Background: an optimization exercise with open tools, aiming at small area, a short achievable clock period and few clock cycles. Do not read the settings as production practice. Only simulation tests tie the RTL to the original design; equivalence was not proved. Power and IR drop assume default switching activity.

==> flow/design.v <==
`timescale 1ns / 1ps
module process(
  input clk,
  input rst,
  input [23:0] in_pix,
  output reg [5:0] row, col,
  output reg out_we,
  output reg [23:0] out_pix,
  output reg mirror_done,
  output reg gray_done,
  output reg filter_done
);
localparam integer K  = 4;             
localparam integer KB = 2;              
localparam integer NS = 64 / K;        
localparam integer LS = 2 * K + 2;     
localparam [1:0] ST_MIR = 2'd0, ST_GRAY = 2'd1, ST_SHP = 2'd2, ST_DONE = 2'd3;
localparam [2:0] WS_PIX = 3'd0, WS_GRAY = 3'd1, WS_TOP = 3'd2, WS_LAST = 3'd3,
                 WS_LASTF = 3'd4, WS_S = 3'd5, WS_HOLD = 3'd6;
reg [1:0]  stage;
reg [12:0] cnt;       
reg [4:0]  slot;      
wire [12:0] inc = cnt + ((stage == ST_SHP && cnt[6]) ? 13'd64 : 13'd1);
wire [6:0]  sc = cnt[6:0];
wire [4:0]  strip = cnt[11:7];
wire [5:0]  r0 = strip[5-KB:0] << KB;
wire        c64 = sc[6];
wire        c0 = (sc == 7'd0);
wire        s_first = (strip == 0);
wire        s_last = (strip == NS - 1);
wire        s_virt = (strip == NS);
reg [5:0] n_row, n_col;
reg       n_we;
reg [2:0] n_wsel;
reg       n_gr, n_sr, n_virt, n_proc, n_swap, n_jk;
reg [1:0]  x_stage;
reg [12:0] x_cnt;
reg [4:0]  x_slot;
integer j;
always @* begin
  n_row = 0; n_col = 0; n_we = 0; n_wsel = WS_S;
  n_gr = 0; n_sr = 0; n_virt = 0; n_proc = 0; n_swap = 0; n_jk = 0;
  x_stage = stage; x_cnt = cnt; x_slot = slot;
  j = 0;
  case (stage)
    ST_MIR: begin
      n_row = (slot == 5'd1) ? ~{1'b0, cnt[10:6]} : {1'b0, cnt[10:6]};
      n_col = cnt[5:0];
      n_we  = (slot != 5'd0);
      n_wsel = WS_PIX;
      if (slot == 5'd2) begin
        x_slot = 0;
        x_cnt = inc;
        if (cnt[10:0] == 11'h7ff) begin
          x_stage = ST_GRAY;
          x_cnt = 13'h1fff;
        end
      end else
        x_slot = slot + 1'b1;
    end
    ST_GRAY: begin
      if (!slot[0]) begin
        n_row = inc[11:6];
        n_col = inc[5:0];
        n_gr = 1;
        n_wsel = WS_GRAY;
        x_slot = 1;
      end else begin
        n_row = cnt[11:6];
        n_col = cnt[5:0];
        n_we = !cnt[12];
        n_wsel = WS_HOLD;
        x_slot = 0;
        x_cnt = inc;
        if (cnt == 13'h0fff) begin
          x_stage = ST_SHP;
          x_cnt = 0;
        end
      end
    end
    ST_SHP: begin
      n_col = sc[5:0];
      if (slot == 5'd0) begin
        n_row = r0 + 1'b1;
        n_sr = 1;
        n_virt = c64 || s_virt;
        n_jk = (K == 2);
      end else if (slot == 5'd1) begin
        n_row = r0;
        n_sr = 1;
        n_virt = c64 || s_virt;
        n_wsel = s_virt ? WS_LASTF : (s_last && !c0) ? WS_LASTF : WS_LAST;
      end else if (slot == 5'd2) begin
        n_wsel = WS_HOLD;
        if (c0) begin
          n_row = r0 - 1'b1;
          n_col = 6'd63;
          n_we = !s_first;
        end else begin
          n_row = r0 + (K - 1);
          n_col = sc[5:0] - 2'd2;
          n_we = (sc != 7'd1);
        end
      end else if (slot == 5'd3) begin
        n_row = r0 - 1'b1;
        n_sr = 1;
        n_virt = c64 || s_first;
        n_proc = 1;
        n_swap = 1;
      end else if (slot == 5'd4) begin
        n_row = r0 - 1'b1;
        n_we = !s_first && !c64;
        n_wsel = WS_TOP;
      end else if (slot[0]) begin
        j = (slot + 1) >> 1;
        n_row = r0 + j - 1;
        n_sr = 1;
        n_virt = c64 || (s_last && j == K + 1);
        n_proc = 1;
        n_jk = (j == K);
      end else begin
        j = (slot - 4) >> 1;
        n_row = r0 + j - 1;
        n_col = sc[5:0] - 1'b1;
        n_we = !c0;
      end
      if (s_virt && slot == 5'd2) begin
        x_stage = ST_DONE;
      end else if (slot == LS) begin
        x_slot = 0;
        x_cnt = inc;
      end else
        x_slot = slot + 1'b1;
    end
    default: ;
  endcase
end
reg t0_gr, t0_sr, t0_virt, t0_proc, t0_swap, t0_jk, t0_c0;
reg t1_sr, t1_virt, t1_proc, t1_swap, t1_jk, t1_c0;
reg t2_proc;
always @(posedge clk) begin
  if (rst) begin
    stage <= ST_MIR;
    cnt <= 0;
    slot <= 5'd1;                    
    row <= 0; col <= 0; out_we <= 0;
    mirror_done <= 0; gray_done <= 0; filter_done <= 0;
    t0_gr <= 0; t0_sr <= 0; t0_virt <= 0; t0_proc <= 0; t0_swap <= 0; t0_jk <= 0; t0_c0 <= 0;
  end else begin
    stage <= x_stage; cnt <= x_cnt; slot <= x_slot;
    row <= n_row; col <= n_col; out_we <= n_we;
    mirror_done <= (stage != ST_MIR);
    gray_done <= stage[1];
    filter_done <= (stage == ST_DONE);
    t0_gr <= n_gr; t0_sr <= n_sr; t0_virt <= n_virt; t0_proc <= n_proc;
    t0_swap <= n_swap; t0_jk <= n_jk; t0_c0 <= c0;
  end
end
always @(posedge clk) begin
  t1_sr <= t0_sr; t1_virt <= t0_virt; t1_proc <= t0_proc && t0_sr;
  t1_swap <= t0_swap; t1_jk <= t0_jk; t1_c0 <= t0_c0;
  t2_proc <= t1_proc;
end
wire [7:0] ir = in_pix[23:16], ig = in_pix[15:8], ib = in_pix[7:0];
wire rg = ir >= ig, rb = ir >= ib, gb = ig >= ib;
wire [7:0] i_mx = (rg && rb) ? ir : (gb ? ig : ib);
wire [7:0] i_mn = (!rg && !rb) ? ir : (!gb ? ig : ib);
reg  [7:0] pa, pb;
wire [8:0] gsum = pa + pb;
wire [7:0] gval = gsum[8:1];
reg  [7:0]  gu, gm;               
reg  [7:0]  gl_cur, gl_prev;      
reg  [9:0]  vr;                   
reg  [10:0] tr;                   
reg  [9:0]  ra [0:K-1];           
reg  [9:0]  rv [0:K-1];           
wire [7:0]  gnew = t1_virt ? 8'd0 : pb;
wire [9:0]  vsum = gu + gm + gnew;
wire [9:0]  vold = t1_c0 ? 10'd0 : rv[0];
wire [12:0] tval = {2'b00, gm, 3'b000} + {4'b0000, gm, 1'b0} - {3'b000, vold};
wire [11:0] anew = {1'b0, tr} - {2'b00, vr};
wire [9:0]  asat = anew[11] ? 10'd0 : (anew[10] ? 10'd1023 : anew[9:0]);
wire [10:0] sraw = {1'b0, ra[0]} - {1'b0, vr};
wire [7:0]  sclamp = sraw[10] ? 8'd0 : (|sraw[9:8] ? 8'd255 : sraw[7:0]);
integer e;
always @(posedge clk) begin
  pa <= i_mx;
  pb <= t0_gr ? i_mn : ig;
  vr <= vsum;
  tr <= tval[12] ? 11'd0 : (tval[11] ? 11'd2047 : tval[10:0]);
  if (t1_sr) begin
    gu <= gm;
    gm <= t1_swap ? gu : gnew;
  end
  if (t1_sr && t1_jk) begin
    gl_prev <= gl_cur;
    gl_cur <= gnew;
  end
  if (t2_proc) begin
    for (e = 0; e < K - 1; e = e + 1) begin
      ra[e] <= ra[e + 1];
      rv[e] <= rv[e + 1];
    end
    ra[K - 1] <= asat;
    rv[K - 1] <= vr;
  end
  case (n_wsel)
    WS_PIX:   out_pix <= in_pix;
    WS_GRAY:  out_pix <= {8'd0, gval, 8'd0};
    WS_TOP:   out_pix <= {8'd0, ir, 8'd0};
    WS_LAST:  out_pix <= {sclamp, gl_prev, 8'd0};
    WS_LASTF: out_pix <= {8'd0, sclamp, 8'd0};
    WS_HOLD:  out_pix <= out_pix;
    default:  out_pix <= {8'd0, sclamp, 8'd0};
  endcase
end
endmodule
==> flow/run.sh <==
#!/bin/bash
# synth_recipe.tcl (not shown) runs the flow's synth.tcl, then flattens the netlist and writes it again
# the make line also repeats each setting of config.mk as NAME=value (left out here)
make -C /OpenROAD-flow-scripts/flow DESIGN_CONFIG=/design/flow/config.mk WORK_HOME=/design/flow/orfs CLKGATE_MAP_FILE= SYNTH_SCRIPT=/design/flow/synth_recipe.tcl finish
==> flow/config.mk <==
export PLATFORM = sky130hd
export DESIGN_NAME = process
export DESIGN_NICKNAME = process
export VERILOG_FILES = /design/flow/design.v
export SDC_FILE = /design/flow/constraint.sdc
export NUM_CORES = 4
export LEC_CHECK = 0
export ABC_CLOCK_PERIOD_IN_PS = 2500
export CAP_MARGIN = 20
export CORE_MARGIN = 2
export CORE_UTILIZATION = 40
export SETUP_SLACK_MARGIN = 5
export SLEW_MARGIN = 20
==> flow/constraint.sdc <==
create_clock -name core_clock -period 8.0 [get_ports {clk}]
set_input_delay 1.6000 -clock core_clock [delete_from_list [all_inputs] [get_ports {clk}]]
set_output_delay 1.6000 -clock core_clock [all_outputs]
set_load 0.01 [all_outputs]
==> results.txt <==
* Status: timing/DRC/antenna clean
* CP max FO at 8
* Synth area leader: edfxtp_1
* Critical Path Sink Type: register
* Sequential share of the synthesized area at 0.460
* GP Congestion at 0.868
* Post-synthesis to final-layout area growth at 23.5%
* Headroom to the max-slew limit at 0.314
* Mapped cell area at 12700 um^2
* Cell Area, Placed at 13800 um^2
* Crit path largest cell delay at 0.48 ns
* Vias in the first global route at 9308
* DR pass1 iterations at 5
* Clock root cell: clkbuf_16
* Number of synthesized flops with an enable pin at 136
* Final worst setup slack at 4.87 ns
* Largest net degree at the start of global routing at 81
* Final wirelength at 32.1 mm
* Synth Area in Compound Gates at 0.171
* Filler Cell Count at 2805
* Ys Warns at 3
* Row Count at 65
* Crit path cell chain: buf_12, inv_16, ha_4, nand2b_4, a21o_1, a21oi_2, o21ai_2, o41a_4, buf_12, nand2_8, mux2_4
* Via-per-instance ratio at 5.62
* DP Worst Slack at 3.40 ns
* Top-area cell type share of the netlist area at 0.322
* Initial antenna violation count at 0
* Ys flop type: edfxtp_1
* Final setup fails at 0
* Iteration-0 DRC Markers at 740
* Main combinational cell family by area after synthesis: compound AO/OA/AOI/OAI gates
* Worst skew pair latency at 0.54 ns
* CP required at 8.42 ns
* Hpwl dp at 21.7 mm
* Die H at 182 um
* Clock Path Buffers at 3
* Ant diodes at 0
* Clock Pin Slew Worst Setup and Hold Paths at 0.06 ns
* Post-Synth XOR/XNOR Area at 0.0339
* Largest cells by area after synthesis: edfxtp_1, dfxtp_1, ha_1
* Final Hold Fails at 0
* Setup Skew at 0.0295 ns
* Yosys reg bits at 223
* Adder-Cell Fraction of Synth Area at 0.145
* Slew at the pin closest to its max-slew limit at 1.03 ns
* Max Fclk at 320 MHz
* Max VDD drop at 0.187 mV
* Antenna Nets Post-Route at 0
* Final Cycle Share at 0.391
* Leak Pwr at 0.00613 uW
* Post-synthesis simple-gate area fraction at 0.118
* Worst Path Arrival at 3.55 ns
* Fin crit period at 3.13 ns
* Post-route cell area at 15600 um^2
* Yosys cell types at 80
* Post-synth ARST share at 0
* Vias at 9664
* P per Cell Area at 302 nW/um^2
* CP startpoint kind: input pin
* Io pins at 66
* IO buf count at 65
* Setup TNS at 0 ns
* Hold WC Path Type: register to register
* Pins Over Slew Limit at 0
* CP top delay family: compound AO/OA/AOI/OAI gates
* GRT Total Usage at 0.188
* WL/cell at 18.6 um
* CTS HTree Levels at 1
* GRT overflow at 0
* Worst path buffer plus inverter count at 3
* Mapped Cells at 1194
* Mux cell area share after synthesis at 0.0291
* RSZ-0062 raised after global routing: true
* CTS tree: built
* Synth Net Count at 1354
* CTS buffer count at 26
* Initial Util at 0.404
* Layout cell share with drive strength beyond 1 at 0.189
* CP max stage cell: o41a_4
* Hold_buf cts at 0
* DRC at 0
* Global-route wire length before repair at 50.3 mm
* Die Wd at 182 um
* Maximum capacitance violations at 0
* Clk sinks at 223
* Mapped Avg Cell Area at 10.6 um^2
* Nets at 1459
* Setup CP Type: input pin to register
* Most frequent CP cell: buf_12
* Core ar. at 31400 um^2
* Die ar. at 33100 um^2
[worst register-to-register path, delay by kind of cell, from the launching register on]
kind                     cells  cell delay [ns]
AO/OA/AOI/OAI                4             0.78
adder cells (fa/ha/maj)      1             0.19
buffers and inverters        2             0.33
flip-flops                   1             0.39
multiplexers                 1             0.34
AND/OR/NAND/NOR              2             0.67
[cells in the final DEF (no fill, tap or decap), types with 14 or more instances in the layout]
master           Yosys  final
ha_1               113     98
dlygate4sd2_1        0     28
dfxtp_1             87     79
edfxtp_1           136    136
o21ai_0             58     48
nand2_1             72     71
buf_4                0     40
nor2b_1             24     21
clkbuf_16            0     27
nor3_1              33     29
nor2_1              63     60
nand2b_1            18     16
nand3_1             23     20
xor2_1              17     17
a21oi_1             86     78
a22o_1              14     14
fa_1                21     21
a21o_1              24     23
clkdlybuf4s50_1      0     15
mux2i_1             20     20
a31oi_1             16     14
xnor2_1             32     28
inv_1               97     82
[stage by stage]
stage	hold slack, ns	total power, uW	util	instances
2_1_floorplan	0.310	2830	-	1194
3_3_place_gp	0.312	3360	0.439	1624
3_5_place_dp	0.319	3380	0.439	1624
4_1_cts	0.329	4600	0.479	1694
5_1_grt	0.335	5040	0.498	1721
6_report	0.325	4730	0.498	1721
[registers in the layout, indices dropped and copies added (netlist names), 10 cells and up]
| name | count |
|---|---|
| vr | 10 |
| out_pix | 24 |
| tr | 11 |
| ra | 40 |
| rv | 40 |
| cnt | 13 |
[power by group]
| part | switching, uW | leakage [uW] | internal, uW | total [uW] |
|---|---|---|---|---|
| clock | 464 | 0.000418 | 668 | 1130 |
| combinational | 1190 | 0.00373 | 917 | 2110 |
| sequential | 95.0 | 0.00198 | 1390 | 1490 |
[cells by family after synthesis]
family,count (synthesis)
AOI/OAI and AO/OA,319
and+or+nand+nor,294
DFF,223
buffers and inverters,140
adders and majority gates,134
xor gates and xnor gates,49
muxes,35
[worst paths after layout]
check                       from              endpoint  slack (ns)  cells after the start
max                   in_pix[16]         pa[6]$_DFF_P_        4.87                     11
min reg2reg     t0_jk$_SDFF_PP0_         t1_jk$_DFF_P_        0.32                      0
min             t0_jk$_SDFF_PP0_         t1_jk$_DFF_P_        0.32                      0
max reg2reg  cnt[1]$_SDFFE_PP0P_  out_pix[9]$_DFFE_PP_        5.07                     10
[timing repair]
item	in CTS	in global routing
pin swaps	20	33
endpoints found under the setup margin	134	98
gates resized for setup	151	95
gates cloned	5	2
buffers inserted	17	25
[cell usage after synthesis (5+ instances only)]
library cell,instances
and3_1,5
a21oi_1,86
or3_1,6
fa_1,21
o221ai_1,7
xor2_1,17
a21o_1,24
nand2b_1,18
o2111ai_1,9
a31oi_1,16
dfxtp_1,87
o311ai_0,8
ha_1,113
buf_2,6
nand3b_1,6
nand3_1,23
edfxtp_1,136
nand2_1,72
o32a_1,8
o22ai_1,5
nor2b_1,24
o21a_1,11
o21ai_0,58
inv_1,97
nand4_1,8
clkbuf_1,30
a22oi_1,7
o31ai_1,9
or2_2,5
xnor2_1,32
o211ai_1,8
mux2i_1,20
and2_1,14
nor3_1,33
a22o_1,14
mux2_2,15
nor2_1,63
a211oi_1,7
[routing by layer]
layer  part of all wire  GRT usage  routed length [um]  vias up
met5                  0          0                   0        -
met3              0.049     0.0231                1580       67
met4              0.030     0.0539                 975        0
met1               0.47      0.271               15200     4702
li1                   -          -                   -     4617
met2               0.45      0.299               14300      278
[final cells by class]
type                            count  area [um^2]  area share
Inverter                           98          388      0.0248
Clock buffer                       35          724      0.0463
Clock inverter                     13          105     0.00672
Timing Repair Buffer              113         1030      0.0660
Tap cell                          402          503      0.0322
Multi-Input combinational cell    837         7040       0.450
Sequential cell                   223         5850       0.374
Testbench counts, summed over its fixed seeds: cycles 309,372.

re-timing with driven ports:
Ports are ideal in the flow. The routed layout listed here was re-timed in OpenROAD. Step 1, drivers: a clkbuf_16 drives clk and a buf_2 each remaining input, both assumed. Step 2 moves the port delays by t, midway between the first and last clock arrival at a register: inputs arrive t later, outputs are due t later. That takes back most of the time a late clock gives input paths. Three values: ideal, step 1, step 2; two values: the first two.
t (ns): 0.574
slack for setup (ns): 4.873 / 4.874 / 4.300
worst setup path at the end: input to register
worst data-port slew with drivers (ns): 0.06
After both steps setup and hold are still met in this run. For this run, drivers alone change the setup slack by +0.001 ns; drivers and shift together by -0.573 ns.
